Context: an optimization exercise on an open-source flow, tuned for small area. The choices shown serve that exercise and are no tape-out recipe. Only simulation tests tie the RTL to the original design; equivalence was not proved. Power figures rest on the tool's default switching activity, not on a simulated workload.

== main ==
// ddr_ctrl_top
module ddr_ctrl_top(
    input  wire         ui_clk,
    input  wire         rst,
    input  wire         wr_start,
    input  wire [255:0] wr_ddr_data,
    output wire         data_req,
    output wire         wr_done,
    input  wire         rd_start,
    output wire         rd_data_vld,
    output wire [255:0] rd_ddr_data,
    output wire         rd_done,
    output wire         ddr_busy,
    input  wire         app_rdy,
    output wire [2:0]   app_cmd,
    output wire         app_en,
    output wire [28:0]  app_addr,
    input  wire         app_wdf_rdy,
    output wire [255:0] app_wdf_data,
    output wire         app_wdf_wren,
    output wire         app_wdf_end,
    output wire [31:0]  app_wdf_mask,
    input  wire [255:0] app_rd_data,
    input  wire         app_rd_data_vld,
    input  wire         app_rd_data_end
);
Settings: LEC_CHECK=0, CAP_MARGIN=20, CORE_AREA=130 130 250 250, DIE_AREA=0 0 380 380, SLEW_MARGIN=20; clock period 10.0 ns.
standard.sh (not shown) runs the stock make flow with config.mk's settings and CLKGATE_MAP_FILE= SYNTH_SCRIPT=/design/flow/synth_recipe.tcl, a recipe that flattens the netlist after the stock synthesis.
==> flow/flow/run.sh <==
#!/bin/bash
# Standard ORFS layout, with the port buffers made from the smallest buffer
# cell (sky130_fd_sc_hd__buf_1) instead of the one buffer_ports picks itself,
# and a clock tree of fewer, larger sink clusters without dummy loads.
set -euo pipefail
export BUFFER_PORTS_ARGS="-buffer_cell sky130_fd_sc_hd__buf_1"
export CTS_ARGS="-sink_clustering_enable -repair_clock_nets -dont_use_dummy_load -buf_list sky130_fd_sc_hd__clkbuf_4 -sink_clustering_size 12 -sink_clustering_max_diameter 50"
bash standard.sh > standard_flow.log 2>&1
The flow did not stop early for main: all stages ran, and the layout cleared the timing, DRC and antenna checks.
For the feature branch, these inputs were changed with respect to main:
==> flow/flow/run.sh <==
#!/bin/bash
# Standard ORFS layout, with the port buffers made from the smallest buffer
# cell (sky130_fd_sc_hd__buf_1) instead of the one buffer_ports picks itself,
# and a clock tree of fewer, larger sink clusters without dummy loads.
set -euo pipefail
export BUFFER_PORTS_ARGS="-buffer_cell sky130_fd_sc_hd__buf_1"
export CTS_ARGS="-sink_clustering_enable -repair_clock_nets -dont_use_dummy_load -buf_list {sky130_fd_sc_hd__clkbuf_4 sky130_fd_sc_hd__clkbuf_8} -sink_clustering_size 16 -sink_clustering_max_diameter 60"
bash standard.sh > standard_flow.log 2>&1
Results
Across the feature branch and main, the outcome is the same: a clean finish for every run.
Of the feature branch and main, main shows the lower post-layout instance area, with the feature branch above it.
Re flip-flop and latch count: no difference whatsoever between the feature branch and main.
Comparing the feature branch against main, there is no change at all in synthesized area.
In the feature branch, the internal power came out 64 uW above the value in main.
Re final cycle utilization of the critical path: the feature branch and main aren't equal, and the higher value belongs to the feature branch.
Relative contribution of combinational cells to total power, the feature branch and main: larger value in main
main ended up with more cell instances than the feature branch did.

The RTL this note starts from:
==> flow/design.v <==
`timescale 1ns / 1ps
module ddr_ctrl_top(
    input  wire         ui_clk,
    input  wire         rst,
    input  wire         wr_start,
    input  wire [255:0] wr_ddr_data,
    output wire         data_req,
    output wire         wr_done,
    input  wire         rd_start,
    output wire         rd_data_vld,
    output wire [255:0] rd_ddr_data,
    output wire         rd_done,
    output wire         ddr_busy,
    input  wire         app_rdy,
    output wire [2:0]   app_cmd,
    output wire         app_en,
    output wire [28:0]  app_addr,
    input  wire         app_wdf_rdy,
    output wire [255:0] app_wdf_data,
    output wire         app_wdf_wren,
    output wire         app_wdf_end,
    output wire [31:0]  app_wdf_mask,
    input  wire [255:0] app_rd_data,
    input  wire         app_rd_data_vld,
    input  wire         app_rd_data_end
);
reg         wx, wren, wen, wdone;
reg         rp, rr, rdone;
reg  [5:0]  wcnt;
reg  [16:0] waddr;
reg  [16:0] raddr;
reg         vld;
reg [255:0] rdata;
wire w_idle  = ~wx & ~wren & ~wen;
wire w_wait  =  wx & ~wren & ~wen;
wire w_first = ~wx &  wren & ~wen;
wire w_cmd   = ~wx &  wen;           
wire r_idle  = ~rp & ~rr;
wire r_wait  =  rp & ~rr;
wire r_cmd   = ~rp &  rr;            
wire arbit   = ~(wren | wen | wdone | rr | rdone);
wire w_inc   = w_cmd & app_rdy;
wire r_inc   = r_cmd & app_rdy;
wire beat    = wren & app_wdf_rdy;
reg  [17:0] wt, rt;
reg  [6:0]  ct;
reg  [16:0] waddr_n, raddr_n;
reg  [5:0]  wcnt_n;
integer i;
always @* begin
    wt[0] = w_inc;
    rt[0] = r_inc;
    ct[0] = beat;
    for (i = 0; i < 17; i = i + 1) begin
        wt[i+1] = wt[i] & waddr[i];
        rt[i+1] = rt[i] & raddr[i];
    end
    for (i = 0; i < 6; i = i + 1) ct[i+1] = ct[i] & wcnt[i];
    waddr_n = waddr ^ wt[16:0];
    raddr_n = raddr ^ rt[16:0];
    waddr_n[15] = waddr[15] ^ (wt[15] & ~waddr[16]);
    raddr_n[15] = raddr[15] ^ (rt[15] & ~raddr[16]);
    waddr_n[16] = waddr[16] ? ~wt[15] : wt[16];
    raddr_n[16] = raddr[16] ? ~rt[15] : rt[16];
    wcnt_n = wcnt ^ ct[5:0];
end
wire end_cmd = wt[6];
wire end_dat = ct[6];
wire end_rd  = rt[6];
wire wr_end  = (end_cmd | (wx & wren)) & (end_dat | ~wren);
always @(posedge ui_clk) begin
    if (rst) begin
        wx    <= 1'b0;
        wren  <= 1'b0;
        wen   <= 1'b0;
        wdone <= 1'b0;
        rp    <= 1'b0;
        rr    <= 1'b0;
        rdone <= 1'b0;
        wcnt  <= 6'd0;
        waddr <= 17'd0;
        raddr <= 17'd0;
        vld   <= 1'b0;
    end
    else begin
        wx    <= (w_idle & wr_start) | w_wait | (wren & ~end_dat & (wx | end_cmd));
        wren  <= (wx & wen & ~wren) | (wren & ~end_dat);
        wen   <= (w_wait & arbit) | w_first | (w_cmd & ~end_cmd);
        wdone <= wr_end;
        rp    <= ~rr & (rp | rd_start);
        rr    <= (r_wait & arbit & ~w_wait) | (rp & rr) | (r_cmd & ~end_rd);
        rdone <= end_rd;
        wcnt  <= wcnt_n;
        waddr <= waddr_n;
        raddr <= raddr_n;
        vld   <= app_rd_data_vld;
    end
end
always @(posedge ui_clk) rdata <= app_rd_data;
assign data_req     = beat;
assign wr_done      = wdone;
assign rd_done      = rdone;
assign rd_data_vld  = vld;
assign rd_ddr_data  = rdata;
assign ddr_busy     = wren | w_cmd | r_cmd;
assign app_en       = w_cmd | r_cmd;
assign app_cmd      = {2'b00, rr};
assign app_addr     = {9'd0, ({17{wen}} & waddr) | ({17{rr}} & raddr), 3'd0};
assign app_wdf_data = wr_ddr_data;
assign app_wdf_wren = wren;
assign app_wdf_end  = wren;
assign app_wdf_mask = 32'd0;
endmodule  
Settings: LEC_CHECK=0, CAP_MARGIN=20, CORE_AREA=4 4 376 376, DIE_AREA=0 0 380 380, SLEW_MARGIN=20; clock period 10.0 ns.
==> flow/flow/run.sh <==
#!/bin/bash
# Standard ORFS layout, with the port buffers made from the smallest buffer
# cell (sky130_fd_sc_hd__buf_1) instead of the one buffer_ports picks itself,
# and a clock tree of fewer, larger sink clusters without dummy loads.
set -euo pipefail
export BUFFER_PORTS_ARGS="-buffer_cell sky130_fd_sc_hd__buf_1"
export CTS_ARGS="-sink_clustering_enable -repair_clock_nets -dont_use_dummy_load -buf_list sky130_fd_sc_hd__clkbuf_8 -sink_clustering_size 16 -sink_clustering_max_diameter 60"
bash standard.sh > standard_flow.log 2>&1
The first run ran to the end with no violations.
Then changed:
==> flow/flow/run.sh (replaced) <==
#!/bin/bash
# Standard ORFS layout, with the port buffers made from the smallest buffer
# cell (sky130_fd_sc_hd__buf_1) instead of the one buffer_ports picks itself,
# and a clock tree of fewer, larger sink clusters without dummy loads.
set -euo pipefail
export BUFFER_PORTS_ARGS="-buffer_cell sky130_fd_sc_hd__buf_1"
export CTS_ARGS="-sink_clustering_enable -repair_clock_nets -dont_use_dummy_load -buf_list sky130_fd_sc_hd__clkbuf_4 -sink_clustering_size 12 -sink_clustering_max_diameter 60"
bash standard.sh > standard_flow.log 2>&1
What happened: Synthesized area is unchanged. Via count stays flat. Sequential share of layout area rose by 1.2 points. Synthesized cell count stays the same. First-iteration DRC count shrinks by 11%.
Then changed:
- PLACE_DENSITY: default -> 0.9
Worst setup slack degrades by 0.16 ns. Die area stays the same. Clock-buffer cell count does not change. Sequential share of layout area stays flat. Combinational power goes up by about 10%. Routed wire length goes up by 15%. Design area barely changes. Hold slack degrades by 0.0037 ns. Non-clock buffer count stays the same. Critical path depth is unchanged.

## port drivers added, routing unchanged
How much do the figures lean on ideal ports? The routed layouts below were timed once more, with nothing changed but the port constraints.
Step 1, drivers: a clkbuf_16 drives ui_clk and a buf_2 each remaining input, both assumed.
Step 2 times the ports against the registers' clock, not the clock port: input delays grow and output delays shrink by t, the midpoint of the rising clock arrivals with the driver on.
a / b / c = ideal / step 1 / step 2; a / b = the first two.
run | shift t [ns] | slack for setup (ns) | latest minus earliest clock arrival (ns)
main | 0.700 | 5.065 / 5.000 / 4.301 | 0.067 / 0.067
the feature branch | 0.581 | 4.928 / 4.873 / 4.292 | 0.061 / 0.061
the first run of note 2 | 0.705 | 5.120 / 5.154 / 4.449 | 0.122 / 0.122
the second run of note 2 | 0.910 | 5.347 / 5.378 / 4.468 | 0.129 / 0.129
the third run of note 2 | 0.902 | 5.185 / 5.155 / 4.327 | 0.210 / 0.210
After both steps setup and hold are still met in every run listed. The setup slack of the second run of note 2, which loses most, moves by +0.031 ns with the drivers and by -0.879 ns with both steps.
